Background: an optimization exercise with open tools, aiming at small area and a short achievable clock period. Do not read the settings as production practice.
Function was not checked in any run shown here: the RTL went through the layout flow alone.

## flow/design.v (module list and top-level ports; edited modules follow where they fit)
// module fir: 1208 lines
// module fir_fa: 3 lines
module fir(
	input			clk_100k,
	input			rst_n,
	input 	signed [8:0]	samp_in,
	output 	signed [8:0]	fir_out
);
  // ...
==> flow/run.sh <==
#!/bin/bash
# synth_recipe.tcl (not shown) runs the flow's synth.tcl, then flattens the netlist and writes it again
# the make line also repeats each setting of config.mk as NAME=value (left out here)
make -C /OpenROAD-flow-scripts/flow DESIGN_CONFIG=/design/flow/config.mk WORK_HOME=/design/flow/orfs CLKGATE_MAP_FILE= SYNTH_SCRIPT=/design/flow/synth_recipe.tcl finish
==> flow/config.mk <==
export PLATFORM = sky130hd
export DESIGN_NAME = fir
export DESIGN_NICKNAME = fir
export VERILOG_FILES = /design/flow/design.v
export SDC_FILE = /design/flow/constraint.sdc
export NUM_CORES = 4
export LEC_CHECK = 0
export CAP_MARGIN = 20
export CORE_MARGIN = 2
export CORE_UTILIZATION = 65
export SLEW_MARGIN = 20
export SYNTH_HIERARCHICAL = 1
export SYNTH_MINIMUM_KEEP_SIZE = 0
==> flow/constraint.sdc <==
create_clock -name core_clock -period 16.0 [get_ports {clk_100k}]
set_input_delay 3.2000 -clock core_clock [delete_from_list [all_inputs] [get_ports {clk_100k}]]
set_output_delay 3.2000 -clock core_clock [all_outputs]
set_load 0.01 [all_outputs]
==> results.toml, run 1 <==
[setup_path]
reg2reg_depth = 26
cp.buffers_inverters = 4
crit_path_end = "rq24_0"
r2r_slack_ns = 8.38
worst_r2r_endpoint = "rq24_0"
crit_arrival_ns = 8.11

[synthesis]
yosys.area_share.adder_pct = 59.0
syn_area_per_cell_um2 = 15.4
synthCells = 1330
syn-cell-area_mm2 = 0.0205
synth_seq_cells = 236
ys_top_cells_by_area = "fa_1 (54%), dfrtp_1 (27%), ha_1 (5.1%), inv_1 (2.9%), dfstp_2 (2.3%)"

[drt]
wirelength_mm = 53.9
num_vias = 10900

[cells_and_area]
clock_cell_area_share_pct = 3.80
multi_input_area_mm2 = 0.0143
signal_buffers = 70
antennaDiodeCount = 0
finalInstanceArea_mm2 = 0.0227

[outcome]
status = "no timing/DRC/antenna violations"

[placed_design]
dp.cells = 1825
dp_slack_ns = 8.19
dpl-instance-area_mm2 = 0.0218

[timing]
clock_skew_ns = 0.0211
final.setup.worst_slack_ns = 8.38

[floorplanning]
fp.dieArea_mm2 = 0.0330
io_pins = 20

[global_route]
grt_max_degree = 89
busiest_layer = "met2"
==> run 2: changes to the inputs <==
--- a/flow/config.mk
+++ b/flow/config.mk
@@ -7,7 +7,7 @@
 export LEC_CHECK = 0
 export CAP_MARGIN = 20
 export CORE_MARGIN = 2
-export CORE_UTILIZATION = 65
+export CORE_UTILIZATION = 40
 export SLEW_MARGIN = 20
 export SYNTH_HIERARCHICAL = 1
 export SYNTH_MINIMUM_KEEP_SIZE = 0
==> results.toml, run 2 <==
[outcome]
status = "no timing/DRC/antenna violations"

[setup_path]
max_stage_delay_ns = 0.73
startpoint_type = "flip-flop"
path_max_fanout = 7
reg2reg_depth = 26
crit_path_end_kind = "flip-flop"
cpMostUsedCell = "fa_1"
required_ns = 16.48
cp.buffers_inverters = 4
worst-path-stages = 26
crit_type = "flip-flop to flip-flop"
critPathSlowestCell = "xor2_2"
path_delay_family = "adder cells"
crit_arrival_ns = 8.15

[floorplanning]
coreArea_mm2 = 0.0510
start_util_pct = 40.3
fp.dieArea_mm2 = 0.0532
die_x_um = 231
chipHeight_um = 231
std_cell_rows = 83
io_pins = 20

[drt]
drcViolationCount = 0
routed_via_density = 5.07
postRouteAntennaNets = 0
num_vias = 10900
wl_per_cell_um = 26.6
wirelength_mm = 57.2
dr.pass1.iters = 5
drt_iter0_drc = 758

[synthesis]
yosysMostFrequentCell = "fa_1"
syn-cell-area_mm2 = 0.0205
yosys-top-cells-count = "fa_1 (554), dfrtp_1 (218), inv_1 (158), ha_1 (83), nor2_1 (64)"
synthCells = 1330
synth-edff-count = 0
synth_top_area_share_pct = 54.0
synth_sequential_area_ratio_pct = 28.9
syn_area_per_cell_um2 = 15.4
ys_top_cells_by_area = "fa_1 (54%), dfrtp_1 (27%), ha_1 (5.1%), inv_1 (2.9%), dfstp_2 (2.3%)"
synth_ff_type = "dfrtp_1"
synth_area_leader_cell = "fa_1"
synth_seq_cells = 236
yosysWarnings = 7
ys_types = 37
synthArstFlopShare_pct = 100

[hold_path]
holdPathStages = 0
hp-class = "flip-flop to flip-flop"

[timing]
slew_headroom_pct = 24.6
setup_tns_ns = 0
fin_crit_sh_pct = 47.9
grt_setup_unrepaired = "false"
min_period_ns = 7.67
clock_skew_ns = 0.0150
final.setup.worst_slack_ns = 8.33
max_freq_mhz = 130
slew_violations = 0
setup_violations = 0
worstMarginPinSlew_ns = 1.13
hold_viol = 0

[clock_tree]
cts_resized = 0
clkSinkCount = 236
cts_buffers = 27
cts_hold_buf = 0
cts-root-buf = "clkbuf_16"
postCtsSetupBuffers = 0
clkLatencyLatePin_ns = 0.57
clockBufferDepth = 3
clk_pin_slew_ns = 0.06
cts_max_level = 1
cts_tree = "built"

[cells_and_area]
syn2layout_area_growth_pct = 12.9
antennaDiodeCount = 0
layout_common_cells = "fa_1 (554), dfrtp_1 (218), inv_1 (158), ha_1 (83), nor2_1 (61)"
drive_above_1_share_pct = 10.9
finalNetCount = 2101
finish.utilization_pct = 45.5
final_cell_count_no_fill = 2153
fillCellCount = 4520
largest_register_ffs = 17
final_common_cell = "fa_1"
largest_register = "oa"

[global_route]
grt_pass1_wl_mm = 85.4
grt_pass1_vias = 12700
globalRouteOverflowTotal = 0
grt_use_total_pct = 22.8
grt_max_degree = 102
antenna_found_initial = 1

[placed_design]
gp_congestion = 1.00
numPortBuffers = 19
dp.cells = 2103
dp_hpwl_mm = 47.0
dp_slack_ns = 8.36

[flow_run]
drv_cap = 0
run 2: cell types whose count changed in the layout (fill, tap and decap cells not counted), sizes merged:
| cell | before | now |
|---|---|---|
| inv | 158 | 159 |
| buf | 52 | 53 |
| bufinv | 2 | 3 |
| clkbuf | 31 | 38 |
| clkinvlp | 2 | 1 |
| clkinv | 12 | 6 |
run 2: final cells by class:
| cell class | count | area (um^2) | share of cell area (%) |
|---|---|---|---|
| Multi-Input combinational cell | 959 | 14300 | 61.6 |
| Sequential cell | 236 | 5930 | 25.6 |
| Tap cell | 680 | 851 | 3.67 |
| Clock buffer | 38 | 777 | 3.35 |
| Timing Repair Buffer | 71 | 597 | 2.57 |
| Inverter | 158 | 593 | 2.56 |
| Clock inverter | 11 | 148 | 0.637 |
run 2: metrics by stage:
step / hold slack (ns) / instance area [um^2]
after floorplan: 0.357 / 20600
after global placement: 0.359 / 22200
after detailed placement: 0.365 / 22200
after CTS: 0.377 / 23200
after global routing: 0.384 / 23200
final: 0.372 / 23200
run 2: per-layer routing:
| layer | track usage [%] | vias to the layer above | part of all wire [%] |
|---|---|---|---|
| met5 | 0 | - | 0 |
| met4 | 6.27 | 0 | 3.3 |
| met3 | 4.31 | 83 | 5.5 |
| met2 | 36.7 | 310 | 48 |
| met1 | 32.1 | 6159 | 43 |
| li1 | - | 4366 | - |
run 2: path summary, 6_finish.rpt:
kind | startpoint | endpoint | slack (ns)
setup / recovery | x1[0] | rq24_0 | 8.33
hold / removal | x16[4] | x17[4] | 0.37
setup reg to reg | x1[0] | rq24_0 | 8.33
hold reg to reg | x16[4] | x17[4] | 0.37
max in group asynchronous | rst_n | x4[3] | 12.04
min in group asynchronous | rst_n | ob[5] | 2.64
run 2: cell families after synthesis:
logic type | after synthesis | share of synthesized area, %
buf+inv | 158 | 2.89
other cells | 2 | 0.0366
simple gates | 139 | 3.03
fa+ha+maj | 637 | 59.0
compound gates | 98 | 3.58
flops | 236 | 28.9
xor+xnor | 60 | 2.56
run 2: Yosys stat by module (local to each module, per instance):
module | cell area, um^2 | flops+latches
fir_fa | 20.0 | 0
fir | 9610 | 236

[static timing again, ports no longer ideal]
How much do the figures lean on ideal ports? The routed layouts below were timed once more, with nothing changed but the port constraints. Step 1 assumes that a clkbuf_16 drives the clock port and a buf_2 every other input. Step 2, shift: input delay + t, output delay - t, t = (earliest + latest rising clock arrival at the registers) / 2. This alone moves slack from input paths to output paths. a / b / c = no drivers / after step 1 / after step 2; a / b = the first two.
run	t (ns)	setup slack, ns	worst setup path at the end
run 1	0.603	8.377 / 8.377 / 8.377	register to register
run 2	0.617	8.329 / 8.329 / 8.329	register to register
After both steps setup and hold are still met in every run listed.
